What follows belongs to an exercise in optimizing a design on an open flow for small area and a short achievable clock period; a production flow would make more cautious choices.
In this exercise RTL edits were held to simulation tests only and were not proved equivalent to the original.

==> inputs of harbor <==
## fir_gen
module fir_gen (input clk, input reset, input Load_x,
    input signed [7:0] x_in, input signed [7:0] c_in, output signed [7:0] y_out);
==> flow/config.mk <==
export PLATFORM = sky130hd
export DESIGN_NAME = fir_gen
export DESIGN_NICKNAME = fir_gen
export VERILOG_FILES = /design/flow/design.v
export SDC_FILE = /design/flow/constraint.sdc
export NUM_CORES = 4
export LEC_CHECK = 0
export CAP_MARGIN = 20
export CORE_MARGIN = 2
export CORE_UTILIZATION = 60
export PLACE_DENSITY = 0.7
export SETUP_SLACK_MARGIN = 2.5
export SLEW_MARGIN = 20
export SYNTH_HIERARCHICAL = 1
export SYNTH_MINIMUM_KEEP_SIZE = 0
export TNS_END_PERCENT = 30
==> flow/constraint.sdc <==
create_clock -name core_clock -period 5.5 [get_ports {clk}]
set_input_delay 1.1000 -clock core_clock [delete_from_list [all_inputs] [get_ports {clk}]]
set_output_delay 1.1000 -clock core_clock [all_outputs]
set_load 0.01 [all_outputs]
standard.sh (not shown) runs the stock make flow with config.mk's settings and CLKGATE_MAP_FILE= SYNTH_SCRIPT=/design/flow/synth_recipe.tcl, a recipe that flattens the netlist after the stock synthesis.
==> flow/flow/run.sh <==
#!/bin/bash
# Own layout flow: the standard flow (standard.sh), with two changes after synthesis:
#  - the input and output port buffers are buf_1 cells (buffer_ports -buffer_cell)
#  - clock tree synthesis without dummy loads
# Each step's full output goes to its own log file in this folder.
set -euo pipefail
bash standard.sh synth > synth.log 2>&1
export BUFFER_PORTS_ARGS="-buffer_cell sky130_fd_sc_hd__buf_1"
export CTS_ARGS="-sink_clustering_enable -repair_clock_nets -dont_use_dummy_load"
bash standard.sh floorplan > floorplan.log 2>&1
bash standard.sh place > place.log 2>&1
bash standard.sh cts > cts.log 2>&1
bash standard.sh route > route.log 2>&1
bash standard.sh finish > finish.log 2>&1
test -f out/final.def
==> xenon (differences from harbor) <==
- CORE_UTILIZATION: 60 -> 50
- PLACE_DENSITY: 0.7 -> default
- SETUP_SLACK_MARGIN: 2.5 -> 2.4
- TNS_END_PERCENT: 30 -> default
==> pepper (differences from harbor) <==
- CORE_UTILIZATION: 60 -> 50
==> results.json <==
{
  "pg_seq_mw": 1.40,
  "nWellTaps": 184,
  "grtUsageMet3_pct": 2.953,
  "num_rows": 44,
  "cpPeakStageDelay_ns": 0.55,
  "die_width_um": 125.6,
  "clkCellAreaFrac_pct": 2.881,
  "ir_worst_vdd_uv": 210.5,
  "grt_pass1_vias": 4920,
  "wl_met2_um": 7807,
  "worst_ep_arrival_time_ns": 1.95,
  "hp-start": "a2r1[1]",
  "timing.critical_path.slowest_stage_cell": "or4_4",
  "num_vias": 4477,
  "status": "complete, no violations",
  "drive_gt1_share_pct": 14.36,
  "dr_wl_met3_um": 429,
  "start_util_pct": 51.02,
  "p_comb_share_pct": 59.9
}
the above is filed under xenon

==> results.json <==
{
  "grt_pass1_vias": 4926,
  "pg_seq_mw": 1.38,
  "die_width_um": 115.0,
  "dr_wl_met3_um": 669,
  "worst_ep_arrival_time_ns": 1.90,
  "drive_gt1_share_pct": 16.89,
  "ir_worst_vdd_uv": 241.9,
  "cp_data_required_time_ns": 4.40,
  "wl_met2_um": 7550,
  "timing.critical_path.slowest_stage_cell": "or4_1",
  "grtUsageMet3_pct": 3.057,
  "status": "complete, no violations",
  "clkCellAreaFrac_pct": 2.852,
  "dp_hpwl_um": 10020,
  "cpPeakStageDelay_ns": 0.53,
  "p_comb_share_pct": 60.2,
  "start_util_pct": 61.50,
  "num_rows": 40
}
the above is filed under harbor

==> results.json <==
{
  "status": "complete, no violations",
  "die_width_um": 125.6,
  "ir_worst_vdd_uv": 223.9,
  "cpPeakStageDelay_ns": 0.51,
  "nWellTaps": 184,
  "wl_met2_um": 7573,
  "grt_pass1_vias": 4935,
  "timing.critical_path.slowest_stage_cell": "or4_1",
  "hp-start": "a2r0[0]",
  "dr_wl_met3_um": 669,
  "start_util_pct": 51.02,
  "num_rows": 44,
  "pg_seq_mw": 1.39,
  "clkCellAreaFrac_pct": 2.858
}
the above is filed under pepper

-- what the ideal ports hide --
The flow's constraints put no driver on any port. The routed layouts listed below were extracted and timed again, unchanged, in two steps.
Step 1, drivers: a clkbuf_16 drives clk and a buf_2 each remaining input, both assumed.
Step 2 times the ports against the registers' clock, not the clock port: input delays grow and output delays shrink by t, the midpoint of the rising clock arrivals with the driver on.
Slacks: ideal ports / drivers / drivers and shift; pairs: ideal ports / drivers.
run	t, ns	slack for setup (ns)	worst setup path after step 2	latest minus earliest clock arrival (ns)	worst slew at a driven data input, ns
harbor	0.382	2.505 / 2.462 / 2.462	input to register	0.013 / 0.013	0.03
xenon	0.389	2.449 / 2.407 / 2.350	input to register	0.014 / 0.013	0.04
pepper	0.375	2.541 / 2.502 / 2.440	input to register	0.014 / 0.014	0.04
After both steps every run listed still meets setup and hold. The setup slack of pepper, which loses most, moves by -0.039 ns with the drivers and by -0.101 ns with both steps.
